Background: an optimization exercise with open tools, aiming at small area. Do not read the settings as production practice.
At most, simulation tests tie the RTL to the original design; equivalence was not proved.
Only the layout flow was run in runs 2 to 4, 6 and 7; the RTL was not checked for function there.
Power and IR drop assume default switching activity. No driver is modelled on the clock port, so clocking that relies on it looks cheaper here than on a real chip.

==> design/flow/design.v <==
`timescale 1ns / 1ps
module Comparator #(parameter WORD_WIDTH = 8)
						 (input [2*WORD_WIDTH-1: 0] A, B,
						  output reg equal);
	integer i;
	always @(*) begin
			equal = 1'b1;
			for (i = 0; i < WORD_WIDTH; i=i+1)
				equal = equal & (!A[WORD_WIDTH + i] || !B[WORD_WIDTH + i] || A[i] == B[i]);
	end
endmodule
`timescale 1ns / 1ps
module TCAM #(parameter WORD_WIDTH = 16, parameter MEMORY_SIZE = 32)
				 (input [WORD_WIDTH-1: 0] A, K,
				  input [$clog2(MEMORY_SIZE)-1: 0] write_addr,
				  input read, write, reset, clk,
				  output reg [MEMORY_SIZE-1: 0] matched);
	reg [2*WORD_WIDTH-1: 0] memory [MEMORY_SIZE-1: 0];
	wire [MEMORY_SIZE-1: 0] equal;
	genvar i;
	integer j;
	generate
		for (i = 0 ; i < MEMORY_SIZE; i=i+1)
			Comparator #(.WORD_WIDTH(WORD_WIDTH)) comparator (memory[i], {K, A}, equal[i]);
	endgenerate
	always @(posedge clk or negedge reset) begin
		if (!reset) begin
			for (j = 0; j < MEMORY_SIZE; j=j+1)
				memory[j] <= {{WORD_WIDTH{1'b1}}, {WORD_WIDTH{1'b0}}};
		end else if (read)	;
			 else if (write)	begin
				memory[write_addr] <= {K, A};
			 end
	end
	always @(posedge clk) begin
		if (reset && read) matched <= equal;
	end
endmodule
==> design/flow/run.sh <==
#!/bin/bash
# synth_recipe.tcl (not shown) runs the flow's synth.tcl, then flattens the netlist and writes it again
# the make line also repeats each setting of config.mk as NAME=value (left out here)
make -C /OpenROAD-flow-scripts/flow DESIGN_CONFIG=/design/flow/config.mk WORK_HOME=/design/flow/orfs CLKGATE_MAP_FILE= SYNTH_SCRIPT=/design/flow/synth_recipe.tcl finish
==> design/flow/config.mk <==
export PLATFORM = sky130hd
export DESIGN_NAME = TCAM
export DESIGN_NICKNAME = TCAM
export VERILOG_FILES = /design/flow/design.v
export SDC_FILE = /design/flow/constraint.sdc
export NUM_CORES = 4
export LEC_CHECK = 0
export CAP_MARGIN = 20
export CORE_MARGIN = 2
export CORE_UTILIZATION = 45
export SLEW_MARGIN = 20
==> design/flow/constraint.sdc <==
create_clock -name core_clock -period 5.0 [get_ports {clk}]
set_input_delay 1.0000 -clock core_clock [delete_from_list [all_inputs] [get_ports {clk}]]
set_output_delay 1.0000 -clock core_clock [all_outputs]
set_load 0.01 [all_outputs]
==> results of run 1 <==
critical path: stages:
cell and delay, ns:
clkdlybuf4s50_1 0.45, and3b_1 0.31, nand3b_1 0.42, or3_1 0.91, buf_4 0.37, mux2_2 0.27
synth_stat cells, drive strengths merged:
cell type | count | area, µm²
mux2 | 1024 | 11500
nand3 | 517 | 2600
dfrtp | 512 | 12800
dfstp | 512 | 13500
xor2 | 512 | 4480
buf | 172 | 925
clkbuf | 152 | 571
nand4 | 128 | 801
edfxtp | 32 | 961
nor4 | 32 | 200
nand2 | 14 | 52.6
nor2 | 13 | 56.3
nor3 | 3 | 36.3
nor3b | 3 | 45.1
nand2b | 2 | 12.5
nand3b | 2 | 15.0
nor2b | 2 | 12.5
or3 | 2 | 12.5
and2 | 1 | 6.26
and3b | 1 | 8.76
or2 | 1 | 8.76
or3b | 1 | 11.3
power by group through the flow:
stage          Clock (mW)  Combinational, mW  Sequential (mW)
6_report             8.26               2.74             10.8
5_1_grt              8.82               3.04             10.9
4_1_cts              8.48               2.80             10.8
3_5_place_dp            0               2.79             10.9
3_3_place_gp            0               2.74             10.9
2_1_floorplan           0               1.95             10.8
state kept, by name, summed over array words and instances (netlist names):
signal   cells
matched     32
memory    1024
cell usage in the layout (no fill, tap or decap), types with 14 or more instances in the layout:
cell type / synthesis / final
mux2_2: 1001 / 1001
nand3_1: 515 / 515
xor2_1: 512 / 512
dfrtp_1: 512 / 512
dfstp_2: 512 / 512
nand4_1: 128 / 128
clkbuf_16: 0 / 116
buf_4: 9 / 114
clkdlybuf4s50_1: 0 / 39
clkbuf_1: 152 / 33
nor4_1: 32 / 32
edfxtp_1: 32 / 32
clkinv_2: 0 / 25
clkbuf_8: 0 / 25
mux2_1: 23 / 23
nand2_1: 14 / 14
routing by layer:
layer | global-route usage (%) | up-vias | wire (µm)
met3 | 2.62 | 148 | 2880
met1 | 28.9 | 14500 | 53300
met5 | 0 | - | 0
met2 | 33.4 | 281 | 53400
li1 | - | 12700 | -
met4 | 4.88 | 0 | 2350
final timing paths:
| kind | from | slack [ns] | end |
|---|---|---|---|
| max in group asynchronous | reset | 3.34 | memory[1][0]$_DFFE_PN0P_ |
| min in group core_clock | memory[20][6]$_DFFE_PN0P_ | 0.51 | memory[20][6]$_DFFE_PN0P_ |
| setup / recovery | read | 1.83 | memory[12][11]$_DFFE_PN0P_ |
| hold reg to reg | memory[20][6]$_DFFE_PN0P_ | 0.51 | memory[20][6]$_DFFE_PN0P_ |
| setup reg to reg | memory[0][3]$_DFFE_PN0P_ | 3.17 | matched[0]$_DFFE_PP_ |
| hold / removal | reset | 0.23 | memory[28][4]$_DFFE_PN0P_ |
cell type report:
| type | instances | share of cell area (%) |
|---|---|---|
| Tap cell | 1403 | 3.25 |
| Multi-Input combinational cell | 2258 | 36.9 |
| Timing Repair Buffer | 165 | 2.74 |
| Clock inverter | 40 | 0.578 |
| Clock buffer | 174 | 6.23 |
| Sequential cell | 1056 | 50.3 |
cells by family after synthesis:
logic type | synth area share [%]
muxes | 23.7
DFF | 56.0
xor gates and xnor gates | 9.22
and+or+nand+nor | 7.97
buffers and inverters | 3.08
per-stage QoR:
stage                     utilization (%)  std cells  area, µm²  power [mW]
final                                50.5       5096      54100        21.8
after floorplan                         -       3638      48600        12.7
after global routing                 50.5       5096      54100        22.8
after detailed placement             47.1       4882      50400        13.7
after global placement               47.1       4882      50400        13.6
after CTS                            50.5       5096      54100        22.1
==> summary.txt, run 1 <==
Clock tree
The number of gates resized after CTS was 0. The register clock-pin slew on the reported worst setup and hold paths is around 0.060 ns. The number of buffers inserted for hold repair after clock tree synthesis is 0. The number of clock sinks seen by CTS is 1056. The clock passes through at most 3 buffers. The number of buffers created by CTS is 113.

The number of buffers inserted by post-CTS setup repair is 0. For the worst-skew pair, the clock arrives at the later sink with an insertion delay of 0.68 ns. In this run the number of H-tree levels came out at 3. The TritonCTS clock tree is done. The buffer type at the clock tree root is clkbuf_16.

Die
The starting utilization of the core area is approximately 45%. The height of the chip is 333 µm. The die area is ~110000 µm². For this design the top-level I/O count stands at 73. The floorplan has 120 rows. The placeable core region is between 100000 and 150000 µm². The width of the die is 333 µm.

Power
The leakage component of the power is 24.1 nW. The part of the power in registers is between 40% and 50%. The net switching power figure is 5.41 mW. The fraction of power spent switching nets is 24.8%. Across the VDD grid, the largest voltage drop is 0.000310 V. The logic gate share of total power is 12.6%. Power spread over the standard cell area amounts to approximately 400 nW/µm². The clock share of power is 37.9%.

The internal portion of total power is between 15 and 20 mW.

Routing
The average detailed-routed wire length per instance is between 20 and 25 µm. The final route contains 27700 vias. The number of iterations in the first detailed-routing pass is 5. The routed wire length is between 100000 and 150000 µm. In this run, the number of DRC markers left after iteration 0 of detailed routing was 1606.

The post-detailed-route DRC marker count is 0. In this run the remaining antenna-violating nets after routing total 0. The routed via count divided by cell count is between 5 and 6.

Synthesis
The Yosys step of the flow raised 4 warnings. After synthesis, flip-flops and latches occupy between 50 and 60% of the total area. Each instance of the synthesized netlist takes up on average between 10 and 15 µm². The register bit count reported by yosys is between 1000 and 1500.

The distinct cell type count after synthesis is 30. After technology mapping, the gate count stands at approximately 3600. The netlist area before placement is 48600 µm². The number of nets handed over by synthesis was 3679.

Worst setup path
The critical path is of the input port to register type. STA puts the critical path data required time at 5.57 ns. For the worst flop-to-flop path, the logic depth is 4.

Data arrives at the worst endpoint at ~3.7 ns. In this run the worst path has a maximum fanout of 24. The worst setup path is captured at a register. The category of the worst setup path launch point is an input port.

Status
The run finished with no timing, DRC or antenna violations.

Timing
Hold is met by 0.234 ns. The hold violation total from the final report is 0. The number of setup violations in the final report is 0.

The clock arrives with 0.0179 ns of skew. The headroom to the max-slew limit is 31.1%. For this run, the top clock speed supported by timing is 315 MHz.

Setup repair after global routing left no endpoint under its margin. The final-report max-slew violation count was 0. The minimum setup slack in the final design is 1.83 ns. The post-route setup TNS is 0 ns. The minimum period implied by the final worst setup slack is 3.17 ns. The period utilization is 63.4%.

For the pin with the worst max-slew slack, the measured transition is 1.03 ns.

Placed design
The total half-perimeter wirelength after legalization and detailed placement is 65500 µm. The count of input and output buffers is 72. Routability-driven placement finished with a final weighted congestion of 0.740.

The minimum setup slack after placement is 1.15 ns.

Finish
Of the cells placed in the final design, the portion with a size suffix greater than 1 is roughly half. Compared with the post-synthesis result, the final layout area differs by 11.3%. The filler cell count is between 9000 and 10000. The net count of the finished layout is 3635. The register area is approximately 27000 µm².

The antenna diode count is 0. The multi-input combinational cells in the finished layout cover a total of 19900 µm².

GRT
The leftover overflow at the end of global routing is 0. Entering global routing, the biggest net connects 177 pins. The via count of the first global-routing pass is roughly 28000. The initial antenna violation count is 2. The total global routing track utilization is 20.4%. The global-route wire length before repair is 173000 µm.

Flow run
Max-cap violations in this run came to 0.

Hold path
The class of the worst hold path is input port to async pin.
==> inputs of run 2 (changes only) <==
==> design/flow/design.v (replaced) <==
`timescale 1ns / 1ps
module Comparator #(parameter WORD_WIDTH = 16)
						 (input [WORD_WIDTH-1: 0] mx, my, ka1, ka0,
						  output equal);
	localparam NP = 2 * WORD_WIDTH;
	localparam N3 = NP / 3;
	localparam NR = NP - 3 * N3;
	wire [NP-1: 0] f = {my, mx};
	wire [NP-1: 0] k = {ka0, ka1};
	wire [N3: 0] hit;
	genvar g;
	generate
		for (g = 0; g < N3; g = g + 1) begin : grp
			NoHit #(.N(3)) nh (.f(f[3*g +: 3]), .k(k[3*g +: 3]), .y(hit[g]));
		end
		if (NR > 0) begin : rest
			NoHit #(.N(NR)) nh (.f(f[NP-1: 3*N3]), .k(k[NP-1: 3*N3]), .y(hit[N3]));
		end else begin : none
			assign hit[N3] = 1'b1;
		end
	endgenerate
	assign equal = &hit;
endmodule
module NoHit #(parameter N = 3) (input [N-1: 0] f, k, output y);
	assign y = ~|(f & k);
endmodule
`timescale 1ns / 1ps
module TCAM #(parameter WORD_WIDTH = 16, parameter MEMORY_SIZE = 32)
				 (input [WORD_WIDTH-1: 0] A, K,
				  input [$clog2(MEMORY_SIZE)-1: 0] write_addr,
				  input read, write, reset, clk,
				  output reg [MEMORY_SIZE-1: 0] matched);
	wire wr = write & ~read;
	wire [WORD_WIDTH-1: 0] dx = K & ~A;
	wire [WORD_WIDTH-1: 0] dy = K & A;
	wire [WORD_WIDTH-1: 0] ka1 = K & A;
	wire [WORD_WIDTH-1: 0] ka0 = K & ~A;
	wire [MEMORY_SIZE-1: 0] equal;
	genvar i, b;
	generate
		for (i = 0; i < MEMORY_SIZE; i = i + 1) begin : entry
			reg [WORD_WIDTH-1: 0] mx, my;
			wire [WORD_WIDTH-1: 0] mx_d, my_d;
			wire sel  = wr & (write_addr == i);
			wire ldx = sel | ~reset;
			wire kpx = ~sel | ~reset;
			wire ldy = sel & reset;
			wire kpy = ~sel & reset;
			for (b = 0; b < WORD_WIDTH; b = b + 1) begin : col
				FlagHold hold (.ldx(ldx), .kpx(kpx), .ldy(ldy), .kpy(kpy),
				               .dx(dx[b]), .dy(dy[b]), .qx(mx[b]), .qy(my[b]),
				               .nx(mx_d[b]), .ny(my_d[b]));
			end
			always @(posedge clk) begin
				mx <= mx_d;
				my <= my_d;
			end
			Comparator #(.WORD_WIDTH(WORD_WIDTH)) comparator (.mx(mx), .my(my), .ka1(ka1), .ka0(ka0), .equal(equal[i]));
		end
	endgenerate
	always @(posedge clk) begin
		if (reset && read) matched <= equal;
	end
endmodule
module FlagHold (input ldx, kpx, ldy, kpy, dx, dy, qx, qy,
                 output nx, ny);
	assign nx = (ldx | qx) & (kpx | dx);
	assign ny = (ldy & dy) | (kpy & qy);
endmodule
--- a/design/flow/config.mk
+++ b/design/flow/config.mk
@@ -10,2 +10,4 @@
 export CORE_UTILIZATION = 45
 export SLEW_MARGIN = 20
+export SYNTH_HIERARCHICAL = 1
+export SYNTH_MINIMUM_KEEP_SIZE = 0
==> summary.txt, run 2 <==
Die
The die area was 82800 µm² (-25%). The height of the chip came to 288 µm (-13%). The I/O pin count is 73 (unchanged).

The width of the die is 288 µm (-13%). The starting utilization of the core area is 45.2% (-0.19 points). The placeable core region is 80200 µm² (-25%). The placement row count is 104 (-13%).

Clock tree
The number of clock sinks seen by CTS is 1056 (unchanged). The clock latency on the worst-skew pair is 0.67 ns (about the same). The register clock-pin slew on the reported worst setup and hold paths is 0.06 ns (about the same). The number of buffers created by CTS is 106 (-6.2%). The total number of H-tree levels came to 3 (unchanged). The buffer type at the clock tree root is clkbuf_16. The buffer levels on the longest clock path is 3 (unchanged). The number of buffers inserted for hold repair after clock tree synthesis is 0 (unchanged). The number of instances resized during post-cts repair is 0 (unchanged). The TritonCTS clock tree is done. The number of buffers inserted by post-CTS setup repair is 0 (unchanged).

Flow run
The max capacitance violation total is 0 (unchanged).

Power
The net switching power figure is 4.21 mW (-22%). The worst supply voltage drop on vdd is 0.000262 V (-15%). The leakage component of the power is 14.8 nW (-38%).

The total power divided by cell area was 414 nW/µm² (+2.7%). The overall power of the completed layout is 17.8 mW (-18%). The part of the power in registers came to 47.9% (-1.6 points). The fraction of power spent switching nets is 23.6% (-1.2 points).

The internal portion of total power is 13.6 mW (-17%). The clock share of power is 45.6% (+7.7 points). The logic gate share of total power is 6.5% (-6.1 points).

Finish
The final instance count without filler cells was 4206 (-17%). The library cells used most frequently in the layout, excluding fill and tap cells, are dfxtp_1 (1024), o22a_1 (512), a22o_1 (512). The utilization after layout came to 53.7% (+3.1 points).

The antenna diode count is 0 (unchanged). The final instance area was 43000 µm² (-20%). Compared with the post-synthesis result, the final layout area differs by 18.7%. The commonest non-fill, non-tap cell in the layout is dfxtp_1. In the final layout, the registers with the most flip-flops are entry.mx x512, entry.my x512, matched x32. The share of cells above drive strength 1 is 12.6% (-37 points).

The number of nets in the finished design is 3098 (-15%).

Synthesis
The share of Yosys cell area claimed by the top area cell type came to 56.6% (+29 points). The predominant post-synthesis flop cell is dfxtp_1. The net count after synthesis came to 2829 (-23%). The count of flip-flops with a built-in enable after synthesis is 32 (unchanged). The average cell area after synthesis is 13.0 µm² (-2.7%).

The netlist area before placement is 36200 µm² (-25%). The register bit count reported by yosys came to 1056 (unchanged). The synthesized netlist cell count is 2788 (-23%). After synthesis, the cell types taking the most area are dfxtp_1 (57%), a22o_1 (12%), o22a_1 (12%). The distinct cell type count after synthesis is 33 (+10%). The total number of yosys warnings is 7 (+3). Sorting the synthesized cells by how often they occur yields dfxtp_1 (1024), a22o_1 (512), o22a_1 (512), a222oi_1 (320), nand4_1 (65).

The sequential share of the synthesized area is 59.2% (+3.2 points). Yosys instantiated no cell more often than dfxtp_1. The synthesized design spends more area on one cell type than any other, namely dfxtp_1. The fraction of registers with async set/reset came to 0% (-97 points).

Worst setup path
The number of buffers and inverters on the critical path is 1 (-1). The slowest stage of the critical path is the clkdlybuf4s50_1 cell. The arrival time reported for the critical path endpoint is 4.18 ns (+0.44 ns). The maximum single-stage delay on the critical path came to 1.23 ns (+0.32 ns). The number of cell instances on the worst register-to-register path was 3 (-1). Grouping stages by cell kind, the critical path spends the most delay in simple AND/OR/NAND/NOR gates. The data required time of the critical path is 5.61 ns (+0.04 ns). The depth of the critical timing path with buffers and inverters included is 4 (-2). The kind of critical path is input port to register. The largest fanout on the critical path is 27 (+13%). The worst setup path is captured at a register.

STA classifies the critical path startpoint as an input port. Traced cell by cell, the critical path runs through clkdlybuf4s50_1 -> nand4b_1 -> nor2_1 -> a22o_1.

Placed design
The placed instance count is 4008 (-18%). The final weighted congestion in routability-driven placement is 0.780 (+5.4%). The instance area at placement was 39400 µm² (-22%). The total half-perimeter wirelength after legalization and detailed placement was 69300 µm (+5.8%). The count of input and output buffers is 72 (unchanged).

Timing
The final-report max-slew violation count is 0 (unchanged). The hold violation total from the final report is 0 (unchanged). Setup repair after global routing left no endpoint under its margin. The post-route setup TNS is 0 ns (unchanged). The transition at the pin with the smallest max-transition slack is 1.20 ns (+0.165 ns). The minimum period implied by the final worst setup slack is 3.57 ns (+0.402 ns). The clock skew is 0.0177 ns (-0.000210 ns). The number of setup violations in the final report is 0 (unchanged). The highest attainable clock frequency was 280 MHz (-11%). The period utilization came to 71.5% (+8.0 points).

The headroom to the max-slew limit is 19.9% (-11 points).

GRT
The total global routing track utilization came to 30.3% (+9.9 points). The initial antenna violation count is 0 (-2). The global-route wire length before repair is 191000 µm (+10%). The pin count of the biggest net entering global routing is 69 (-61%). The via count of the first global-routing pass is 29500 (+4.9%). The leftover overflow at the end of global routing is 0 (unchanged).

Routing
The count of nets left with antenna violations after detail routing is 0 (unchanged). The average detailed-routed wire length per instance came to 30.8 µm (+40%). The post-detailed-route DRC marker count was 0 (unchanged). The via total after detailed routing was 30000 (+8.5%). The number of iterations in the first detailed-routing pass is 9 (+4).

The routed via count divided by cell count is 7.14 (+31%). The routed wire length is 129000 µm (+16%). The DRC violation total after the first TritonRoute iteration is 4534 (+180%).

Hold path
The worst hold path cell count is 1. The class of the worst hold path is register to register.

Status
The flow ran to the end and the layout has no timing, DRC or antenna violations.
## run 2: cell count changes after synthesis, sizes merged, moves of 512 or more
cell,previous run,this run
dfxtp,0,1024
dfstp,512,0
dfrtp,512,0
mux2,1024,0
o22a,0,512
xor2,512,0
a22o,0,512
## run 2: cell type report
cell class,instances,area [µm²]
multi-input cells,1698,14800
repair buffers,195,1800
clock inverters,31,394
clock buffers,166,3190
flip-flops and latches,1056,21500
well taps,1060,1330
fillers,6793,37100
## run 2: final timing paths
| check | from | endpoint | slack [ns] |
|---|---|---|---|
| worst max-delay path | write_addr[2] | entry[14].my[6]$_DFF_P_ | 1.43 |
| worst min-delay path | entry[12].my[0]$_DFF_P_ | entry[12].my[0]$_DFF_P_ | 0.47 |
| worst max register to register | entry[22].mx[0]$_DFF_P_ | matched[22]$_DFFE_PP_ | 3.41 |
| worst min register to register | entry[12].my[0]$_DFF_P_ | entry[12].my[0]$_DFF_P_ | 0.47 |
## run 2: power by group through the flow
stage / clock (mW) / sequential (mW) / combinational [mW]
after floorplan: 0 / 8.70 / 0.529
after global placement: 0 / 8.70 / 1.11
final: 8.12 / 8.52 / 1.16
after global routing: 8.56 / 8.52 / 1.19
after detailed placement: 0 / 8.70 / 1.12
after CTS: 8.21 / 8.52 / 1.13
## run 2: layer usage
| metal | vias to the layer above | wire [µm] | global-route usage (%) |
|---|---|---|---|
| met1 | 15400 | 54300 | 41.7 |
| li1 | 12800 | - | - |
| met4 | 0 | 4000 | 10.7 |
| met5 | - | 0 | 0 |
| met2 | 1554 | 58700 | 48.1 |
| met3 | 265 | 12400 | 5.13 |
## run 2: modules after synthesis, one instance, submodules excluded, excerpt
| module | flip-flops and latches | cells | copies in the design |
|---|---|---|---|
| TCAM | 1056 | 1284 | 1 |
| FlagHold | 0 | 2 | 512 |
## run 2: logic make-up after synthesis
group	Yosys count	synth area share (%)
and+or+nand+nor	258	4.60
buffers and inverters	34	0.414
DFF	1056	59.2
AOI/OAI and AO/OA	1440	35.8
## run 2: through the flow
stage               hold WS (ns)  setup WS (ns)
floorplan                  0.439          0.324
global placement           0.451           1.06
detailed placement         0.452          0.910
CTS                        0.473           1.62
global route               0.480           1.30
finish                     0.472           1.43
==> inputs of run 3 (changes only) <==
--- a/design/flow/config.mk
+++ b/design/flow/config.mk
@@ -8,5 +8,7 @@
 export CAP_MARGIN = 20
 export CORE_MARGIN = 2
-export CORE_UTILIZATION = 45
+export CORE_UTILIZATION = 60
+export CTS_CLUSTER_DIAMETER = 150
+export CTS_CLUSTER_SIZE = 30
 export SLEW_MARGIN = 20
 export SYNTH_HIERARCHICAL = 1
==> summary.txt, run 3 <==
Synthesis
The average cell area after synthesis is 13.0 µm² (unchanged). The fraction of registers with async set/reset was 0% (unchanged). The count of flip-flops with a built-in enable after synthesis is 32 (unchanged). The sequential share of the synthesized area is 59.2% (unchanged). The total number of yosys warnings is 7 (unchanged). The share of Yosys cell area claimed by the top area cell type is 56.6% (unchanged). The synthesized netlist cell count came to 2788 (unchanged). The distinct cell type count after synthesis is 33 (unchanged). The net count after synthesis is 2829 (unchanged). The commonest cells after synthesis are dfxtp_1 (1024), a22o_1 (512), o22a_1 (512), a222oi_1 (320), nand4_1 (65). The predominant post-synthesis flop cell is dfxtp_1. By area the synthesized netlist is led by dfxtp_1 (57%), a22o_1 (12%), o22a_1 (12%).

The netlist area before placement is 36200 µm² (unchanged). The most common cell in the synthesized netlist is dfxtp_1. The library cell with the largest summed area after synthesis is dfxtp_1. The register bit count reported by yosys was 1056 (unchanged).

Status
The flow ran to the end and the layout has no timing, DRC or antenna violations.

GRT
The pin count of the biggest net entering global routing is 65 (-5.8%). The via count of the first global-routing pass is 28600 (-3.0%). The initial antenna violation count came to 0 (unchanged).

The global-route wire length before repair is 180000 µm (-5.5%). The total global routing track utilization is 37.5% (+7.2 points). The leftover overflow at the end of global routing came to 0 (unchanged).

Worst setup path
The reg-to-reg critical path endpoint is matched[16]$_DFFE_PP_. The worst setup path is of the input port to register kind. The critical path goes through clkdlybuf4s50_1 -> or4b_1 -> nor2_1 -> a22o_1.

The setup slack of the worst register-to-register path was 3.57 ns (+0.16 ns). The cell with the largest stage delay on the worst path is or4b_1. The number of buffers and inverters on the critical path is 1 (unchanged).

The kind of cell adding the most delay to the critical path is simple AND/OR/NAND/NOR gates. The arrival time reported for the critical path endpoint is 4.06 ns (-0.12 ns). The number of cell instances on the worst register-to-register path is 3 (unchanged). The worst register-to-register path begins at entry[16].mx[15]$_DFF_P_.

The most critical setup path has its endpoint at entry[1].my[9]$_DFF_P_. The category of the worst setup path launch point is an input port. The depth of the critical timing path with buffers and inverters included came to 4 (unchanged).

The worst setup path is captured at a register. The maximum single-stage delay on the critical path is 0.94 ns (-0.29 ns). The worst setup path startpoint is write_addr[2].

The data required time of the critical path is 5.57 ns (-0.04 ns). The largest fanout on the critical path is 27 (unchanged).

Hold path
The class of the worst hold path is register to register.

Routing
The DRC violation total after the first TritonRoute iteration is 4689 (+3.4%). The count of nets left with antenna violations after detail routing is 0 (unchanged). The routed wire length is 122000 µm (-5.9%). The via total after detailed routing came to 29700 (-0.99%).

The number of iterations in the first detailed-routing pass was 7 (-2). The average detailed-routed wire length per instance is 32.3 µm (+4.8%). The routed via count divided by cell count came to 7.88 (+10%). The post-detailed-route DRC marker count is 0 (unchanged).

Placed design
The final weighted congestion in routability-driven placement came to 0.792 (+1.5%). The count of input and output buffers is 72 (unchanged). The minimum setup slack after placement came to 0.875 ns (-0.0358 ns).

The total half-perimeter wirelength after legalization and detailed placement came to 64500 µm (-6.9%). The placed instance count is 3708 (-7.5%).

Finish
The filler cell count is 4399 (-35%). The final instance count without filler cells is 3777 (-10%). The area of combinational cells with multiple inputs came to 14900 µm² (+0.12%).

The layout-stage area growth over the synthesis result is 11.3%. The antenna diode count was 0 (unchanged). The number of nets in the finished design is 3012 (-2.8%). The largest registers in the layout are entry.mx x512, entry.my x512, matched x32. The library cell used most frequently in the layout, excluding fill and tap cells, is dfxtp_1. The share of cells above drive strength 1 is 8.68% (-3.9 points).

The register area is 21500 µm² (unchanged). The utilization after layout is 67.2% (+14 points). Leaving out fill and tap cells, the most frequent cells in the layout are dfxtp_1 (1024), o22a_1 (512), a22o_1 (512).

Clock tree
The total number of H-tree levels is 2 (-1). The tree is rooted in a clkbuf_16. The number of clock sinks seen by CTS is 1056 (unchanged). The buffer levels on the longest clock path is 3 (unchanged). The number of buffers inserted for hold repair after clock tree synthesis is 0 (unchanged). The number of instances resized during post-cts repair came to 0 (unchanged).

The clock latency on the worst-skew pair is 0.62 ns (-0.05 ns). The TritonCTS clock tree is done. The register clock-pin slew on the reported worst setup and hold paths is 0.11 ns (+0.05 ns). The number of buffers created by CTS is 41 (-61%).

The number of buffers inserted by post-CTS setup repair is 0 (unchanged).

Die
The width of the die is 250 µm (-13%). The starting utilization of the core area was 60.4% (+15 points). The placeable core region is 60000 µm² (-25%). The placement row count was 90 (-13%). The die area came to 62400 µm² (-25%). The height of the chip is 250 µm (-13%). The I/O pin count is 73 (unchanged).

Power
The total power divided by cell area is 343 nW/µm² (-17%). The worst supply voltage drop on vdd is 0.000312 V (+19%). The leakage component of the power is 13.6 nW (-8.4%).

Timing
The headroom to the max-slew limit is 26.1% (+6.2 points). The highest attainable clock frequency is 287 MHz (+2.6%). The period utilization is 69.7% (-1.8 points). The minimum period implied by the final worst setup slack is 3.49 ns (-0.0892 ns). The number of setup violations in the final report is 0 (unchanged). The post-route setup TNS is 0 ns (unchanged). The final-report max-slew violation count was 0 (unchanged). Setup repair after global routing left no endpoint under its margin. The hold violation total from the final report is 0 (unchanged). The minimum setup slack in the final design is 1.51 ns (+0.0892 ns). The clock skew is 0.0299 ns (+0.0122 ns). The transition at the pin with the smallest max-transition slack was 1.10 ns (-0.0937 ns).

Flow run
The max capacitance violation total is 0 (unchanged).
-- run 3: cell families (layout without fill, tap and decap cells) --
kind of cell	Yosys count	count (layout)	synth area share (%)
flip-flops	1056	1056	59.2
AO/OA/AOI/OAI	1440	1440	35.8
AND/OR/NAND/NOR	258	258	4.60
buffers and inverters	34	241	0.414
-- run 3: worst register-to-register path: stages (launching register included) --
cell and delay (ns):
dfxtp_1 0.34, a222oi_1 0.40, nand4_1 0.19, nor3_2 0.32
-- run 3: per-layer routing --
| metal | vias to the layer above | wire length, µm | global-route usage [%] |
|---|---|---|---|
| met4 | 0 | 4590 | 14.9 |
| met1 | 15000 | 47000 | 49.7 |
| li1 | 12600 | - | - |
| met5 | - | 0 | 0 |
| met2 | 1794 | 57700 | 61.7 |
| met3 | 342 | 12600 | 5.66 |
-- run 3: worst min path at each step --
stage / from / to / slack (ns) / depth (start not counted)
floorplan: entry[0].my[11]$_DFF_P_ / entry[0].my[11]$_DFF_P_ / 0.44 / 1
global placement: entry[5].my[5]$_DFF_P_ / entry[5].my[5]$_DFF_P_ / 0.45 / 1
detailed placement: entry[14].my[7]$_DFF_P_ / entry[14].my[7]$_DFF_P_ / 0.45 / 1
CTS: entry[10].my[13]$_DFF_P_ / entry[10].my[13]$_DFF_P_ / 0.48 / 1
global route: entry[18].my[0]$_DFF_P_ / entry[18].my[0]$_DFF_P_ / 0.49 / 1
finish: entry[26].my[3]$_DFF_P_ / entry[26].my[3]$_DFF_P_ / 0.49 / 1
-- run 3: per-stage QoR --
step | instance area [µm²] | hold slack (ns) | total power, mW
2_1_floorplan | 36200 | 0.439 | 9.23
3_3_place_gp | 39100 | 0.451 | 9.79
3_5_place_dp | 39100 | 0.453 | 9.81
4_1_cts | 40300 | 0.484 | 13.8
5_1_grt | 40300 | 0.494 | 14.1
6_report | 40300 | 0.485 | 13.8
-- run 3: cell type report --
class,count,area share (%)
tap,782,2.43
clock inverter,1,0.0745
timing repair buffer,174,4.67
clock buffer,66,2.78
multi-input combinational,1698,36.8
sequential,1056,53.2
-- run 3: Yosys stat by module (local to each module, per instance), excerpt --
module    flip-flops and latches  cells inside  copies in the design  cell area, µm²
FlagHold                       0             2                   512            17.5
TCAM                        1056          1284                     1           22800
-- run 3: report_power, final --
part / leakage (nW) / total [mW] / switching, mW / internal (mW)
Clock: 0.546 / 4.15 / 2.57 / 1.58
Sequential: 8.58 / 8.51 / 0.0228 / 8.49
Combinational: 4.48 / 1.15 / 0.833 / 0.316
Total: 13.6 / 13.8 / 3.43 / 10.4
==> inputs of run 4 (changes only) <==
==> design/flow/flow/run.sh (new file) <==
#!/bin/bash
# Standard ORFS layout with a few of its own settings changed:
#  - port buffers are buf_1 cells
#  - CTS clusters sinks into larger groups and inserts no dummy loads
#  - after global routing, cells on paths with slack are downsized
bash standard.sh \
  BUFFER_PORTS_ARGS="-buffer_cell sky130_fd_sc_hd__buf_1" \
  RECOVER_POWER=100 \
  CTS_ARGS="-sink_clustering_enable -repair_clock_nets -sink_clustering_size 30 -sink_clustering_max_diameter 150 -dont_use_dummy_load" \
  finish > standard.log 2>&1
==> design/flow/standard.sh (new file) <==
#!/bin/bash
# synth_recipe.tcl (not shown) runs the flow's synth.tcl, then flattens the netlist and writes it again
# the make line also repeats each setting of config.mk as NAME=value (left out here)
make -C /OpenROAD-flow-scripts/flow DESIGN_CONFIG=/design/flow/config.mk WORK_HOME=/design/flow/orfs CLKGATE_MAP_FILE= SYNTH_SCRIPT=/design/flow/synth_recipe.tcl "${@:-finish}"
removed: design/flow/run.sh
==> summary.txt, run 4 <==
Die
The starting utilization of the core area was 60.4% (unchanged). The height of the chip is 250 µm (unchanged). The placement row count is 90 (unchanged). The placeable core region came to 60000 µm² (unchanged). The die area is 62400 µm² (unchanged). The width of the die came to 250 µm (unchanged). The I/O pin count is 73 (unchanged).

Worst setup path
The nature of the critical path endpoint is a register. The kind of critical path is input port to register. The largest fanout on the critical path is 45 (+67%). The category of the worst setup path launch point is an input port. The arrival time reported for the critical path endpoint is 4.41 ns (+0.35 ns). In this run the worst setup path begins at A[2]. The data required time of the critical path is 5.39 ns (-0.18 ns).

The startpoint of the worst-slack reg-to-reg timing path is entry[0].my[5]$_DFF_P_.

Placed design
The instance area at placement is 38400 µm² (-2.0%). The minimum setup slack after placement came to 1.57 ns (+0.692 ns). The final weighted congestion in routability-driven placement is 0.808 (+2.1%). The count of input and output buffers came to 72 (unchanged). The total half-perimeter wirelength after legalization and detailed placement is 65800 µm (+2.0%). The placed instance count is 3690 (-0.49%).

Synthesis
The total number of yosys warnings is 7 (unchanged). In the synthesized netlist, the cells that appear most often are dfxtp_1 (1024), a22o_1 (512), o22a_1 (512), a222oi_1 (320), nand4_1 (65). The fraction of registers with async set/reset is 0% (unchanged).

The share of Yosys cell area claimed by the top area cell type came to 56.6% (unchanged). The net count after synthesis is 2829 (unchanged). The average cell area after synthesis was 13.0 µm² (unchanged). The register bit count reported by yosys is 1056 (unchanged). In the post-synthesis netlist, the cell with the most instances is dfxtp_1. The sequential share of the synthesized area was 59.2% (unchanged). By area the synthesized netlist is led by dfxtp_1 (57%), a22o_1 (12%), o22a_1 (12%). The distinct cell type count after synthesis came to 33 (unchanged).

The netlist area before placement came to 36200 µm² (unchanged). The predominant post-synthesis flop cell is dfxtp_1. The synthesized netlist cell count was 2788 (unchanged). The count of flip-flops with a built-in enable after synthesis came to 32 (unchanged). dfxtp_1 takes more of the synthesized area than any other cell.

Routing
Signal routing reaches up to met5. The DRC violation total after the first TritonRoute iteration is 5007 (+6.8%). The routed wire length was 123000 µm (+1.3%).

The post-detailed-route DRC marker count is 0 (unchanged). The wire length on met2 came to 57200 µm (-0.91%). The met3 wirelength from detailed routing is 12900 µm (+2.9%).

The average detailed-routed wire length per instance is 33.0 µm (+2.4%). The number of iterations in the first detailed-routing pass was 10 (+3). The routed metal-1 wirelength is 47600 µm (+1.2%). The via total after detailed routing is 29700 (-0.074%).

The count of nets left with antenna violations after detail routing came to 0 (unchanged). The routed via count divided by cell count is 7.95 (+0.94%).

GRT
The global-route wire length before repair is 182000 µm (+0.78%). The leftover overflow at the end of global routing is 0 (unchanged). The total global routing track utilization came to 38.0% (+0.53 points). The pin count of the biggest net entering global routing is 65 (unchanged). The initial antenna violation count came to 2 (+2). The via count of the first global-routing pass was 28700 (+0.28%).

Status
The reasons given for failing layout checks are capacitance limit, slew limit. The flow ran to the end, but the layout failed its checks.

Clock tree
The number of buffers inserted for hold repair after clock tree synthesis is 0 (unchanged). The buffer levels on the longest clock path is 3 (unchanged). The total number of H-tree levels came to 2 (unchanged). The number of buffers inserted by post-CTS setup repair is 0 (unchanged).

The number of buffers created by CTS is 41 (unchanged). The number of clock sinks seen by CTS is 1056 (unchanged). The buffer type at the clock tree root is clkbuf_16. The clock latency on the worst-skew pair is 0.61 ns (about the same).

The TritonCTS clock tree is done. The number of instances resized during post-cts repair is 0 (unchanged). The register clock-pin slew on the reported worst setup and hold paths is 0.11 ns (about the same).

Timing
The headroom to the max-slew limit was -108% (-130 points). The final-report max-slew violation count was 92 (+92). The hold slack is 0.482 ns (-0.00296 ns). The transition at the pin with the smallest max-transition slack is 3.11 ns (+2.01 ns). The number of setup violations in the final report is 0 (unchanged). The highest attainable clock frequency came to 248 MHz (-13%). The minimum period implied by the final worst setup slack is 4.02 ns (+0.539 ns). The period utilization came to 80.5% (+11 points). The clock skew is 0.0544 ns (+0.0245 ns). The post-route setup TNS is 0 ns (unchanged). The hold violation total from the final report is 0 (unchanged). The minimum setup slack in the final design was 0.975 ns (-0.539 ns). Setup repair after global routing left no endpoint under its margin.

Flow run
The max capacitance violation total is 3 (+3).

Finish
The number of nets in the finished design is 2999 (-0.43%). The share of cells above drive strength 1 is 7.68% (-1.0 points). The library cell used most frequently in the layout, excluding fill and tap cells, is dfxtp_1.

Relative to the synthesized area, the layout overhead comes to 8.60%. In the final layout, the registers with the most flip-flops are entry.mx x512, entry.my x512, matched x32. In the layout the commonest cells are dfxtp_1 (1024), o22a_1 (512), a22o_1 (512).

The filler cell count was 4603 (+4.6%). The final instance area was 39400 µm² (-2.4%). The utilization after layout is 65.6% (-1.6 points).

The final instance count without filler cells came to 3739 (-1.0%).

Power
The overall power of the completed layout was 13.6 mW (-1.4%). The total power divided by cell area came to 346 nW/µm² (+1.0%). The leakage component of the power is 13.2 nW (-2.7%). The worst supply voltage drop on vdd was 0.000263 V (-16%).

Hold path
The startpoint of the most critical hold path is entry[26].mx[7]$_DFF_P_. The tightest min-delay check is of the register to register type.
-- run 4: changes by cell type in the layout (fill, tap and decap cells not counted), sizes merged --
cell           before  now
buf               103  154
clkbuf             66   48
clkdlybuf4s50      71    0
clkinv              1    0
diode               0    1
-- run 4: path summary, 6_finish.rpt --
path	cells after the start	to	slack (ns)
setup / recovery	6	matched[11]$_DFFE_PP_	0.98
hold / removal	1	entry[26].mx[7]$_DFF_P_	0.48
setup reg to reg	3	matched[0]$_DFFE_PP_	3.15
hold reg to reg	1	entry[26].mx[7]$_DFF_P_	0.48
-- run 4: routing by layer --
| metal | vias up | GRT usage, % |
|---|---|---|
| met4 | 4 | 18.5 |
| met1 | 15000 | 50.4 |
| met3 | 352 | 5.50 |
| met5 | - | 0 |
| li1 | 12500 | - |
| met2 | 1802 | 61.2 |
-- run 4: layout make-up --
class	count	area, µm²	area share, %
timing repair buffer	161	1140	2.89
tap	782	978	2.49
sequential	1056	21500	54.5
clock buffer	41	1030	2.61
antenna	1	2.50	0.00636
multi-input combinational	1698	14800	37.5
-- run 4: critical path, cell delays in order --
cell and delay (ns):
buf_1 0.14, and2_1 2.28, buf_4 0.53, a222oi_1 0.17, nand4_1 0.17, nor3_1 0.08
-- run 4: cells by family (layout without fill, tap and decap cells) --
logic type	Yosys count	count (layout)	synth area share [%]
flip-flops	1056	1056	59.2
buffers and inverters	34	202	0.414
AND/OR/NAND/NOR	258	258	4.60
other	0	1	0
AO/OA/AOI/OAI	1440	1440	35.8
-- run 4: power breakdown --
| part | total (mW) | switching [mW] | leakage, nW | internal, mW |
|---|---|---|---|---|
| registers | 8.51 | 0.0224 | 8.58 | 8.49 |
| logic | 1.10 | 0.837 | 4.15 | 0.266 |
| clock network | 4.01 | 2.52 | 0.505 | 1.49 |
-- run 4: per-module statistics from Yosys, one instance, submodules excluded, excerpt --
| module | flip-flops and latches | copies in the design | cells | cell area (µm²) |
|---|---|---|---|---|
| FlagHold | 0 | 512 | 2 | 17.5 |
| TCAM | 1056 | 1 | 1284 | 22800 |
==> inputs of run 5 (changes only) <==
==> design/flow/design.v (replaced) <==
`timescale 1ns / 1ps
module Comparator #(parameter WORD_WIDTH = 16)
						 (input [WORD_WIDTH-1: 0] hit,
						  output equal);
	assign equal = &hit;
endmodule
`timescale 1ns / 1ps
module TCAM #(parameter WORD_WIDTH = 16, parameter MEMORY_SIZE = 32)
				 (input [WORD_WIDTH-1: 0] A, K,
				  input [$clog2(MEMORY_SIZE)-1: 0] write_addr,
				  input read, write, reset, clk,
				  output reg [MEMORY_SIZE-1: 0] matched);
	wire wr = write & ~read;
	wire [WORD_WIDTH-1: 0] dx = K & ~A;
	wire [WORD_WIDTH-1: 0] dy = K & A;
	wire [WORD_WIDTH-1: 0] ka1 = K & A;
	wire [WORD_WIDTH-1: 0] ka0 = K & ~A;
	wire [MEMORY_SIZE-1: 0] equal;
	genvar i, b;
	generate
		for (i = 0; i < MEMORY_SIZE; i = i + 1) begin : entry
			reg [WORD_WIDTH-1: 0] mx, my;
			wire [WORD_WIDTH-1: 0] mx_d, my_d, hit;
			wire sel  = wr & (write_addr == i);
			wire ldx = sel | ~reset;
			wire kpx = ~sel | ~reset;
			wire ldy = sel & reset;
			wire kpy = ~sel & reset;
			for (b = 0; b < WORD_WIDTH; b = b + 1) begin : col
				BitCell bitcell (.ldx(ldx), .kpx(kpx), .ldy(ldy), .kpy(kpy),
				              .dx(dx[b]), .dy(dy[b]), .qx(mx[b]), .qy(my[b]),
				              .ka1(ka1[b]), .ka0(ka0[b]),
				              .nx(mx_d[b]), .ny(my_d[b]), .hit(hit[b]));
			end
			always @(posedge clk) begin
				mx <= mx_d;
				my <= my_d;
			end
			Comparator #(.WORD_WIDTH(WORD_WIDTH)) comparator (.hit(hit), .equal(equal[i]));
		end
	endgenerate
	always @(posedge clk) begin
		if (reset && read) matched <= equal;
	end
endmodule
module BitCell (input ldx, kpx, ldy, kpy, dx, dy, qx, qy, ka1, ka0,
                output nx, ny, hit);
	assign nx = (ldx | qx) & (kpx | dx);
	assign ny = (ldy & dy) | (kpy & qy);
	assign hit = ~((qx & ka1) | (qy & ka0));
endmodule
==> design/flow/run.sh (new file) <==
#!/bin/bash
# synth_recipe.tcl (not shown) runs the flow's synth.tcl, then flattens the netlist and writes it again
# the make line also repeats each setting of config.mk as NAME=value (left out here)
make -C /OpenROAD-flow-scripts/flow DESIGN_CONFIG=/design/flow/config.mk WORK_HOME=/design/flow/orfs CLKGATE_MAP_FILE= SYNTH_SCRIPT=/design/flow/synth_recipe.tcl finish
--- a/design/flow/config.mk
+++ b/design/flow/config.mk
@@ -8,7 +8,5 @@
 export CAP_MARGIN = 20
 export CORE_MARGIN = 2
-export CORE_UTILIZATION = 60
-export CTS_CLUSTER_DIAMETER = 150
-export CTS_CLUSTER_SIZE = 30
+export CORE_UTILIZATION = 45
 export SLEW_MARGIN = 20
 export SYNTH_HIERARCHICAL = 1
removed: design/flow/flow/run.sh
removed: design/flow/standard.sh
==> summary.txt, run 5 <==
Synthesis
The register bit count reported by yosys is 1056 (unchanged). The average cell area after synthesis came to 12.4 µm² (-5.0%). In the post-synthesis netlist, the biggest area contributors are dfxtp_1 (56%), a22o_1 (12%), o22a_1 (12%). The predominant post-synthesis flop cell is dfxtp_1. The synthesized netlist cell count is 2980 (+6.9%). The count of flip-flops with a built-in enable after synthesis is 32 (unchanged). Among all cell types in the netlist, the one instantiated most often is dfxtp_1. The sequential share of the synthesized area came to 58.3% (-0.90 points). By count the netlist is led by dfxtp_1 (1024), a22o_1 (512), a22oi_1 (512), o22a_1 (512), nand4_1 (129). The netlist area before placement is 36800 µm² (+1.5%). The distinct cell type count after synthesis came to 31 (-6.1%). The total number of yosys warnings is 7 (unchanged).

The library cell with the largest summed area after synthesis is dfxtp_1. The fraction of registers with async set/reset was 0% (unchanged). The net count after synthesis is 3021 (+6.8%). The share of Yosys cell area claimed by the top area cell type is 55.7% (-0.86 points).

Die
The I/O pin count came to 73 (unchanged). The height of the chip is 290 µm (+16%). The placeable core region is 80800 µm² (+35%).

The width of the die was 290 µm (+16%). The starting utilization of the core area is 45.6% (-15 points). The die area is 84100 µm² (+35%). The placement row count is 104 (+16%).

Finish
The share of cells above drive strength 1 is 11.1% (+3.4 points). The antenna diode count is 0 (-1). From synthesis to final layout, the design area changed by 18.1%. The final instance count without filler cells was 4392 (+17%).

The filler cell count is 6732 (+46%). The number of nets in the finished design came to 3282 (+9.4%). The register area is 21500 µm² (unchanged).

The area of combinational cells with multiple inputs was 15400 µm² (+4.6%). The commonest non-fill, non-tap cell in the layout is dfxtp_1. The largest registers in the layout are entry.mx x512, entry.my x512, matched x32. The top cell types in the final layout, fill and taps aside, are dfxtp_1 (1024), o22a_1 (512), a22oi_1 (512), a22o_1 (512), nand4_1 (129).

The final instance area is 43500 µm² (+10%).

Clock tree
The number of instances resized during post-cts repair is 0 (unchanged). The buffer type at the clock tree root is clkbuf_16. The buffer levels on the longest clock path was 3 (unchanged). The register clock-pin slew on the reported worst setup and hold paths came to 0.06 ns (-0.05 ns). The number of buffers created by CTS is 107 (+160%).

The number of clock sinks seen by CTS is 1056 (unchanged). The number of buffers inserted for hold repair after clock tree synthesis is 0 (unchanged). The clock latency on the worst-skew pair is 0.66 ns (+0.05 ns).

TritonCTS built the clock tree. The total number of H-tree levels is 3 (+1). The number of buffers inserted by post-CTS setup repair is 0 (unchanged).

Routing
The count of nets left with antenna violations after detail routing is 0 (unchanged). The average detailed-routed wire length per instance was 28.1 µm (-15%). The number of iterations in the first detailed-routing pass is 6 (-4). The routed wire length was 123000 µm (about the same). The post-detailed-route DRC marker count is 0 (unchanged). The routed via count divided by cell count was 6.86 (-14%).

The via total after detailed routing came to 30100 (+1.3%). The DRC violation total after the first TritonRoute iteration came to 3138 (-37%).

Worst setup path
The data required time of the critical path is 5.58 ns (+0.19 ns). The number of buffers and inverters on the critical path came to 1 (-1). The largest fanout on the critical path was 27 (-40%). The nature of the critical path endpoint is a register. The depth of the critical timing path with buffers and inverters included came to 4 (-2). On the critical path the largest part of the delay comes from simple AND/OR/NAND/NOR gates. The arrival time reported for the critical path endpoint is 3.98 ns (-0.43 ns).

On the critical path, the stage with the largest delay is an instance of nor2_1. The critical path is of the input port to register type. The number of cell instances on the worst register-to-register path was 3 (unchanged).

STA classifies the critical path startpoint as an input port. The maximum single-stage delay on the critical path is 0.90 ns (-1.38 ns). Walking the worst path, the cells encountered are clkdlybuf4s50_1 -> or4b_1 -> nor2_1 -> a22o_1.

Flow run
The max capacitance violation total is 0 (-3).

Timing
The hold slack is 0.471 ns (-0.0113 ns). The post-route setup TNS came to 0 ns (unchanged). The headroom to the max-slew limit came to 24.7% (+130 points).

The clock skew is 0.0196 ns (-0.0348 ns). The number of setup violations in the final report is 0 (unchanged). The hold violation total from the final report is 0 (unchanged).

The final-report max-slew violation count is 0 (-100%). The highest attainable clock frequency is 294 MHz (+19%). The minimum period implied by the final worst setup slack is 3.40 ns (-0.629 ns). Setup repair after global routing left no endpoint under its margin. The transition at the pin with the smallest max-transition slack is 1.13 ns (-1.98 ns).

The period utilization is 67.9% (-13 points).

Power
The clock share of power is 45.1% (+16 points). The worst supply voltage drop on vdd was 0.000325 V (+24%). The leakage component of the power is 14.9 nW (+12%). The fraction of power spent switching nets is 23.3% (-1.5 points).

The net switching power figure is 4.11 mW (+22%). The part of the power in registers was 48.2% (-14 points). The total power divided by cell area is 406 nW/µm² (+17%). The internal portion of total power is 13.5 mW (+32%). The logic gate share of total power was 6.7% (-1.4 points).

GRT
The via count of the first global-routing pass is 29600 (+3.3%). The total global routing track utilization is 28.3% (-9.7 points). The pin count of the biggest net entering global routing is 65 (unchanged).

The leftover overflow at the end of global routing is 0 (unchanged). The global-route wire length before repair is 185000 µm (+1.7%). The initial antenna violation count is 4 (+2).

Placed design
The count of input and output buffers is 72 (unchanged). The placed instance count was 4192 (+14%). The final weighted congestion in routability-driven placement is 0.813 (+0.59%).

The total half-perimeter wirelength after legalization and detailed placement was 68600 µm (+4.3%). The instance area at placement is 39900 µm² (+4.0%).

Hold path
The path class of the tightest hold or removal check is register to register. The worst hold path cell count was 1 (unchanged).

Status
The run finished with no timing, DRC or antenna violations.
-- run 5: cell types whose count changed after synthesis --
| cell | previous run | this run |
|---|---|---|
| a22oi_2 | 32 | 0 |
| a222oi_1 | 320 | 0 |
| nand4_1 | 65 | 129 |
| nor4_2 | 0 | 32 |
| nand3_1 | 32 | 0 |
| a22oi_1 | 0 | 512 |
| nor3_2 | 32 | 0 |
-- run 5: worst register-to-register path, cell delays in order, from the launching register on --
cell	delay (ns)
dfxtp_1	0.32
a22oi_1	0.20
nand4_1	0.14
nor4_2	0.59
-- run 5: logic make-up (layout without fill, tap and decap cells) --
| group | Yosys count | count (layout) | synth area share, % |
|---|---|---|---|
| AO/OA/AOI/OAI | 1600 | 1600 | 35.9 |
| flip-flops | 1056 | 1056 | 58.3 |
| AND/OR/NAND/NOR | 290 | 290 | 5.40 |
| buffers and inverters | 34 | 386 | 0.408 |
-- run 5: area by class of cell --
cell class	instances	area share, %
multi-input cells	1890	35.5
clock inverters	26	0.544
clock buffers	174	7.60
flip-flops and latches	1056	49.4
well taps	1060	3.05
repair buffers	186	3.94
-- run 5: power groups by stage --
stage	combinational (mW)	clock [mW]	sequential, mW
after floorplan	0.613	0	8.70
after global placement	1.14	0	8.70
after detailed placement	1.16	0	8.70
after CTS	1.16	8.07	8.52
after global routing	1.23	8.41	8.52
final	1.18	7.96	8.52
-- run 5: through the flow --
stage / power [mW] / setup WS (ns) / util (%)
global placement: 9.84 / 0.976 / 49.3
global route: 18.2 / 1.51 / 53.8
CTS: 17.7 / 1.52 / 53.7
detailed placement: 9.86 / 0.810 / 49.4
floorplan: 9.32 / 1.18 / -
finish: 17.7 / 1.60 / 53.8
-- run 5: per-layer routing --
layer  vias up  track usage (%)  wire length, µm
met4         8             10.5             3850
met1     15300             39.0            53600
met5         -                0               46
met2      1385             45.3            56600
li1      13200                -                -
met3       224             3.78             9260
-- run 5: worst paths after layout --
path / slack [ns] / end / from
hold / removal: 0.47 / entry[13].mx[4]$_DFF_P_ / entry[13].mx[4]$_DFF_P_
hold reg to reg: 0.47 / entry[13].mx[4]$_DFF_P_ / entry[13].mx[4]$_DFF_P_
setup reg to reg: 3.47 / matched[25]$_DFFE_PP_ / entry[25].mx[14]$_DFF_P_
setup / recovery: 1.60 / entry[20].my[13]$_DFF_P_ / write_addr[1]
-- run 5: per-module statistics from Yosys, one instance, submodules excluded, excerpt --
module | flops+latches | area [µm²]
BitCell | 0 | 25.0
TCAM | 1056 | 22800
==> inputs of run 6 (changes only) <==
==> design/flow/design.v (replaced) <==
`timescale 1ns / 1ps
module Comparator #(parameter WORD_WIDTH = 16)
						 (input [WORD_WIDTH-1: 0] miss,
						  input rd, nrd, q,
						  output d);
	assign d = (rd & ~|miss) | (nrd & q);
endmodule
`timescale 1ns / 1ps
module TCAM #(parameter WORD_WIDTH = 16, parameter MEMORY_SIZE = 32)
				 (input [WORD_WIDTH-1: 0] A, K,
				  input [$clog2(MEMORY_SIZE)-1: 0] write_addr,
				  input read, write, reset, clk,
				  output [MEMORY_SIZE-1: 0] matched);
	wire wr = write & ~read;
	wire [WORD_WIDTH-1: 0] nk1 = ~(K & A);
	wire [WORD_WIDTH-1: 0] nk0 = ~(K & ~A);
	wire [WORD_WIDTH-1: 0] wx = nk0 & {WORD_WIDTH{reset}};
	wire [WORD_WIDTH-1: 0] wy = nk1 | {WORD_WIDTH{~reset}};
	wire rd = reset & read;
	genvar i, b;
	generate
		for (i = 0; i < MEMORY_SIZE; i = i + 1) begin : entry
			reg [WORD_WIDTH-1: 0] nx, ny;
			wire [WORD_WIDTH-1: 0] nx_d, ny_d, miss;
			wire ld = ~reset | (wr & (write_addr == i));
			wire kp = ~ld;
			for (b = 0; b < WORD_WIDTH; b = b + 1) begin : col
				BitCell bitcell (.ld(ld), .kp(kp), .wx(wx[b]), .wy(wy[b]),
				                 .qx(nx[b]), .qy(ny[b]), .nk1(nk1[b]), .nk0(nk0[b]),
				                 .nx(nx_d[b]), .ny(ny_d[b]), .miss(miss[b]));
			end
			always @(posedge clk) begin
				nx <= nx_d;
				ny <= ny_d;
			end
			Comparator #(.WORD_WIDTH(WORD_WIDTH)) comparator (.miss(miss), .rd(rd), .nrd(~rd),
			                                                  .q(matched[i]), .d(match_d[i]));
		end
	endgenerate
	wire [MEMORY_SIZE-1: 0] match_d;
	reg [MEMORY_SIZE-1: 0] match_q;
	assign matched = match_q;
	always @(posedge clk)
		match_q <= match_d;
endmodule
module BitCell (input ld, kp, wx, wy, qx, qy, nk1, nk0,
                output nx, ny, miss);
	assign nx = (ld & wx) | (kp & qx);
	assign ny = (ld & wy) | (kp & qy);
	assign miss = ~((qx | nk1) & (qy | nk0));
endmodule
==> design/flow/flow/run.sh (new file) <==
#!/bin/bash
# Standard ORFS layout with a few of its own settings changed:
#  - port buffers are buf_1 cells
#  - CTS clusters sinks into larger groups and inserts no dummy loads
#  - after global routing, cells on paths with slack are downsized
bash standard.sh \
  BUFFER_PORTS_ARGS="-buffer_cell sky130_fd_sc_hd__buf_1" \
  RECOVER_POWER=100 \
  CTS_ARGS="-sink_clustering_enable -repair_clock_nets -sink_clustering_size 30 -sink_clustering_max_diameter 150 -dont_use_dummy_load" \
  finish > standard.log 2>&1
==> design/flow/standard.sh (new file) <==
#!/bin/bash
# synth_recipe.tcl (not shown) runs the flow's synth.tcl, then flattens the netlist and writes it again
# the make line also repeats each setting of config.mk as NAME=value (left out here)
make -C /OpenROAD-flow-scripts/flow DESIGN_CONFIG=/design/flow/config.mk WORK_HOME=/design/flow/orfs CLKGATE_MAP_FILE= SYNTH_SCRIPT=/design/flow/synth_recipe.tcl "${@:-finish}"
--- a/design/flow/config.mk
+++ b/design/flow/config.mk
@@ -8,5 +8,5 @@
 export CAP_MARGIN = 20
 export CORE_MARGIN = 2
-export CORE_UTILIZATION = 45
+export CORE_UTILIZATION = 50
 export SLEW_MARGIN = 20
 export SYNTH_HIERARCHICAL = 1
removed: design/flow/run.sh
==> summary.txt, run 6 <==
Power
The clock share of power is 25.4% (-20 points). The total power divided by cell area is 401 nW/µm² (-1.3%). The worst supply voltage drop on vdd is 0.000284 V (-13%).

The leakage component of the power is 15.5 nW (+4.4%). The fraction of power spent switching nets was 27.4% (+4.1 points). The logic gate share of total power is 14.4% (+7.7 points). The internal portion of total power is 11.7 mW (-14%). The net switching power figure is 4.40 mW (+7.0%).

The part of the power in registers is 60.2% (+12 points).

Synthesis
The most used standard cell by instance count after synthesis is dfxtp_1. The net count after synthesis was 3061 (+1.3%). The total number of yosys warnings is 7 (unchanged). The library cell with the largest summed area after synthesis is dfxtp_1.

The fraction of registers with async set/reset was 0% (unchanged). By count the netlist is led by dfxtp_1 (1056), a22o_1 (1024), o22ai_1 (512), nor4_1 (96), nand2_1 (51). By area the synthesized netlist is led by dfxtp_1 (59%), a22o_1 (25%), o22ai_1 (8.9%).

The sequential share of the synthesized area is 58.6% (+0.28 points). The predominant post-synthesis flop cell is dfxtp_1. The register bit count reported by yosys came to 1056 (unchanged). The distinct cell type count after synthesis is 22 (-29%). The netlist area before placement was 36100 µm² (-2.0%). The count of flip-flops with a built-in enable after synthesis came to 0 (-100%).

The average cell area after synthesis is 11.9 µm² (-3.3%). The share of Yosys cell area claimed by the top area cell type is 58.6% (+2.9 points). The synthesized netlist cell count came to 3020 (+1.3%).

Clock tree
The TritonCTS clock tree is done. The total number of H-tree levels is 2 (-1). The number of buffers inserted by post-CTS setup repair is 0 (unchanged). The number of instances resized during post-cts repair is 0 (unchanged). The clock latency on the worst-skew pair is 0.62 ns (-0.04 ns). The buffer type at the clock tree root is clkbuf_16. The number of clock sinks seen by CTS is 1056 (unchanged). The number of buffers inserted for hold repair after clock tree synthesis came to 0 (unchanged).

The register clock-pin slew on the reported worst setup and hold paths came to 0.11 ns (+0.05 ns). The number of buffers created by CTS was 41 (-62%). The buffer levels on the longest clock path was 3 (unchanged).

Finish
The number of nets in the finished design is 3295 (+0.40%). The largest registers in the layout are entry.nx x512, entry.ny x512, match_q x32. The antenna diode count is 0 (unchanged). The library cell used most frequently in the layout, excluding fill and tap cells, is dfxtp_1.

The final instance area was 40000 µm² (-7.9%). The layout-stage area growth over the synthesis result is 10.9%. The register area came to 21100 µm² (-1.5%). The top cell types in the final layout, fill and taps aside, are dfxtp_1 (1056), a22o_1 (1024), o22ai_1 (512). The area of combinational cells with multiple inputs came to 15100 µm² (-2.4%). The filler cell count is 6148 (-8.7%). The utilization after layout is 56.0% (+2.2 points).

The final instance count without filler cells was 4202 (-4.3%). The share of cells above drive strength 1 came to 8.30% (-2.8 points).

Timing
The final-report max-slew violation count is 344 (+344). The hold violation total from the final report is 0 (unchanged). Setup repair after global routing left no endpoint under its margin.

The highest attainable clock frequency was 248 MHz (-16%). The transition at the pin with the smallest max-transition slack is 2.56 ns (+1.43 ns). The hold slack came to 0.461 ns (-0.0106 ns). The headroom to the max-slew limit is -70.9% (-96 points). The post-route setup TNS came to 0 ns (unchanged).

The minimum period implied by the final worst setup slack was 4.04 ns (+0.639 ns). The number of setup violations in the final report came to 0 (unchanged). The clock skew is 0.0602 ns (+0.0406 ns). The period utilization came to 80.7% (+13 points).

Die
The height of the chip is 273 µm (-6.0%). The placeable core region is 71500 µm² (-12%). The starting utilization of the core area is 50.5% (+4.9 points). The placement row count is 98 (-5.8%).

The width of the die was 273 µm (-6.0%). The die area is 74300 µm² (-12%). The I/O pin count is 73 (unchanged).

Placed design
The placed instance count is 4150 (-1.0%). The count of input and output buffers is 72 (unchanged). The instance area at placement is 39200 µm² (-1.8%). The total half-perimeter wirelength after legalization and detailed placement was 79700 µm (+16%).

The final weighted congestion in routability-driven placement was 0.845 (+4.0%).

Status
The run finished, with violations left. A clean result was blocked by capacitance limit, slew limit.

GRT
The initial antenna violation count is 3 (-1). The pin count of the biggest net entering global routing is 33 (-49%). The leftover overflow at the end of global routing is 0 (unchanged). The total global routing track utilization was 35.8% (+7.6 points). The global-route wire length before repair is 200000 µm (+7.9%). The via count of the first global-routing pass is 29200 (-1.4%).

Worst setup path
The arrival time reported for the critical path endpoint is 4.60 ns (+0.62 ns). The category of the worst setup path launch point is an input port. The critical path is of the input port to register type. The largest fanout on the critical path is 13 (-52%). The data required time of the critical path was 5.56 ns (-0.02 ns). STA classifies the critical path endpoint as a register.

Hold path
The tightest min-delay check is of the register to register type.

Flow run
The max capacitance violation total was 15 (+15).

Routing
The post-detailed-route DRC marker count is 0 (unchanged). The count of nets left with antenna violations after detail routing came to 0 (unchanged). The number of iterations in the first detailed-routing pass is 7 (+1). The average detailed-routed wire length per instance is 33.0 µm (+17%). The routed via count divided by cell count came to 7.43 (+8.3%).

The routed wire length is 139000 µm (+12%). The DRC violation total after the first TritonRoute iteration came to 4046 (+29%). The via total after detailed routing was 31200 (+3.6%).
## run 6: changes by cell type after synthesis, moves of 33 or more
cell | previous run | this run
a22o_1 | 512 | 1024
a22oi_1 | 512 | 0
o22a_1 | 512 | 0
o22ai_1 | 0 | 512
nand4_1 | 129 | 32
nor4_1 | 1 | 96
inv_1 | 0 | 33
## run 6: kinds of logic (layout without fill, tap and decap cells)
| group | Yosys count | count (layout) | share of synthesized area [%] |
|---|---|---|---|
| flip-flops | 1056 | 1056 | 58.6 |
| AND/OR/NAND/NOR | 267 | 267 | 4.01 |
| AO/OA/AOI/OAI | 1632 | 1632 | 36.6 |
| buffers and inverters | 65 | 297 | 0.787 |
## run 6: stage by stage
step | power, mW | setup slack [ns]
after floorplan | 11.1 | 1.09
after global routing | 16.5 | 1.09
after CTS | 16.0 | 2.06
after detailed placement | 12.1 | 1.38
after global placement | 12.0 | 1.49
final | 16.1 | 0.965
## run 6: path summary, 6_finish.rpt
kind	from	to	slack (ns)	cells after the start
hold / removal	match_q[2]$_DFF_P_	match_q[2]$_DFF_P_	0.46	2
setup reg to reg	entry[12].ny[1]$_DFF_P_	match_q[12]$_DFF_P_	3.28	4
setup / recovery	A[9]	entry[20].nx[9]$_DFF_P_	0.96	6
hold reg to reg	match_q[2]$_DFF_P_	match_q[2]$_DFF_P_	0.46	2
## run 6: layout make-up
cell class | count | area share [%]
clock buffer | 41 | 2.56
tap | 950 | 2.97
sequential | 1056 | 52.8
timing repair buffer | 223 | 3.72
inverter | 33 | 0.309
multi-input combinational | 1899 | 37.6
## run 6: modules after synthesis (local to each module, per instance), excerpt
module / area, µm² / times used / flops+latches / cells
TCAM: 22200 / 1 / 1056 / 1228
BitCell: 23.8 / 512 / 0 / 3
## run 6: worst max-delay path, cell delays in order
cell	delay, ns
buf_1	0.18
nand2b_1	0.99
clkbuf_1	0.67
and2_0	1.10
buf_4	0.45
a22o_1	0.19
## run 6: per-layer routing
| layer | wire length (µm) | share of wire, % | GRT usage [%] |
|---|---|---|---|
| met5 | 30 | 0.022 | 0 |
| met3 | 14400 | 10 | 8.02 |
| met1 | 56000 | 40 | 48.2 |
| met4 | 6890 | 5.0 | 15.9 |
| met2 | 61300 | 44 | 55.2 |
## run 6: power groups by stage
stage	Clock, mW	Combinational (mW)	Sequential [mW]
after global routing	4.38	2.41	9.75
final	4.08	2.31	9.67
after global placement	0	2.17	9.80
after detailed placement	0	2.24	9.83
after floorplan	0	1.43	9.72
after CTS	4.10	2.25	9.65
==> inputs of run 7 (changes only) <==
==> design/flow/flow/run.sh (replaced) <==
#!/bin/bash
# Standard ORFS layout with a few of its own settings changed:
#  - port buffers are buf_1 cells
#  - CTS clusters sinks into larger groups and inserts no dummy loads
bash standard.sh \
  BUFFER_PORTS_ARGS="-buffer_cell sky130_fd_sc_hd__buf_1" \
  CTS_ARGS="-sink_clustering_enable -repair_clock_nets -sink_clustering_size 30 -sink_clustering_max_diameter 150 -dont_use_dummy_load" \
  finish > standard.log 2>&1
==> summary.txt, run 7 <==
Synthesis
The average cell area after synthesis is 11.9 µm² (unchanged). The fraction of registers with async set/reset is 0% (unchanged). The register bit count reported by yosys was 1056 (unchanged).

In the post-synthesis netlist, the cell with the most instances is dfxtp_1. The count of flip-flops with a built-in enable after synthesis is 0 (unchanged). After synthesis, the most frequently instantiated cells are dfxtp_1 (1056), a22o_1 (1024), o22ai_1 (512), nor4_1 (96), nand2_1 (51). The net count after synthesis is 3061 (unchanged). The total number of yosys warnings is 7 (unchanged). The netlist area before placement is 36100 µm² (unchanged). The synthesized netlist cell count is 3020 (unchanged).

GRT
The initial antenna violation count was 3 (unchanged). The global-route wire length before repair was 200000 µm (unchanged). The via count of the first global-routing pass is 29200 (unchanged). The pin count of the biggest net entering global routing was 33 (unchanged). The total global routing track utilization came to 35.8% (unchanged).

Worst setup path
The worst setup path startpoint is reset. The number of cell instances on the worst register-to-register path was 4 (unchanged). The arrival time reported for the critical path endpoint is 3.43 ns (-1.17 ns). STA classifies the critical path startpoint as an input port. The worst setup path is captured at a register. The setup slack of the worst register-to-register path came to 3.33 ns (+0.05 ns). The kind of critical path is input port to register.

The reg-to-reg critical path endpoint is match_q[12]$_DFF_P_.

Hold path
The worst min-delay path endpoint is match_q[2]$_DFF_P_. The tightest min-delay check is of the register to register type.

Placed design
The minimum setup slack after placement is 1.38 ns (unchanged). The final weighted congestion in routability-driven placement is 0.845 (unchanged).

Clock tree
The buffer type at the clock tree root is clkbuf_16. TritonCTS built the clock tree. The number of buffers inserted for hold repair after clock tree synthesis is 0 (unchanged). The clock latency on the worst-skew pair was 0.62 ns (about the same). The number of instances resized during post-cts repair is 0 (unchanged).

The number of buffers inserted by post-CTS setup repair is 0 (unchanged). The number of clock sinks seen by CTS is 1056 (unchanged). The buffer levels on the longest clock path was 3 (unchanged).

Timing
The post-route setup TNS came to 0 ns (unchanged). The transition at the pin with the smallest max-transition slack came to 1.09 ns (-1.47 ns). The hold violation total from the final report is 0 (unchanged).

The final-report max-slew violation count is 0 (-100%). The number of setup violations in the final report is 0 (unchanged).

Status
The run finished with no timing, DRC or antenna violations.

Die
The I/O pin count was 73 (unchanged). The placement row count was 98 (unchanged).

Power
The total power divided by cell area is 398 nW/µm² (-0.77%). The leakage component of the power came to 15.8 nW (+1.6%).

Finish
The filler cell count is 6076 (-1.2%). The commonest non-fill, non-tap cell in the layout is dfxtp_1. The share of cells above drive strength 1 was 10.7% (+2.4 points).

Routing
The routed via count divided by cell count is 7.42 (about the same).
==> run 7: worst max-delay path: stages <==
cell and delay (ns):
clkbuf_4 0.60, nand3_2 0.90, buf_4 0.57, a22o_1 0.28
==> run 7: worst max-delay path by stage <==
stage                         endpoint  depth (start not counted)  slack, ns
2_1_floorplan   entry[3].ny[0]$_DFF_P_                          5       1.09
3_3_place_gp       match_q[12]$_DFF_P_                          7       1.49
3_5_place_dp   entry[17].ny[6]$_DFF_P_                          5       1.38
4_1_cts         entry[2].nx[4]$_DFF_P_                          4       2.06
5_1_grt            match_q[12]$_DFF_P_                          7       2.08
6_report       entry[29].ny[3]$_DFF_P_                          4       2.08
==> run 7: routing by layer <==
layer,GRT usage [%],wire length (µm),up-vias
met5,0,30,-
met2,55.2,60900,1933
met3,8.02,14500,408
li1,-,-,13200
met1,48.2,55800,15700
met4,15.9,7150,4
==> run 7: final cells by class <==
class | count | area share [%]
Sequential cell | 1056 | 52.4
Timing Repair Buffer | 223 | 3.90
Clock buffer | 41 | 2.54
Inverter | 33 | 0.307
Tap cell | 950 | 2.94
Multi-Input combinational cell | 1899 | 37.9
==> run 7: logic make-up after synthesis <==
group	share of synthesized area (%)
AOI/OAI and AO/OA	36.6
buffers and inverters	0.787
DFF	58.6
and+or+nand+nor	4.01
==> run 7: per-stage QoR <==
stage	utilization [%]	instances	cell area (µm²)	hold WS (ns)	total power [mW]
after global placement	54.6	4143	39100	0.435	12.0
final	56.5	4202	40400	0.468	16.1
after CTS	56.2	4191	40200	0.472	16.0
after detailed placement	54.8	4150	39200	0.437	12.1
after global routing	56.5	4202	40400	0.484	16.6
after floorplan	-	3020	36100	0.441	11.1
==> run 7: Yosys stat by module (local to each module, per instance), excerpt <==
module,times used,area (µm²)
BitCell,512,23.8
TCAM,1,22200
==> run 7: where the power goes <==
part           total [mW]  internal (mW)  switching [mW]
logic                2.33          0.950            1.38
clock network        4.07           1.49            2.58
registers            9.67           9.22           0.449
total                16.1           11.7            4.40

-- separate check: timing with driven ports --
The flow's constraints put no driver on any port. The routed layouts listed below were extracted and timed again, unchanged, in two steps. Step 1 assumes that a clkbuf_16 drives the clock port and a buf_2 every other input. Step 2, shift: input delay + t, output delay - t, t = (earliest + latest rising clock arrival at the registers) / 2. This alone moves slack from input paths to output paths. Slacks: no drivers / after step 1 / after step 2; pairs: no drivers / after step 1.
| run | t (ns) | setup slack, ns |
|---|---|---|
| run 1 | 0.741 | 1.828 / 1.873 / 1.132 |
| run 2 | 0.733 | 1.425 / 1.426 / 0.693 |
| run 3 | 0.677 | 1.515 / 1.560 / 0.882 |
| run 4 | 0.659 | 0.975 / 1.016 / 0.356 |
| run 5 | 0.724 | 1.604 / 1.615 / 0.891 |
| run 6 | 0.672 | 0.965 / 0.998 / 0.326 |
| run 7 | 0.669 | 2.084 / 2.067 / 1.398 |
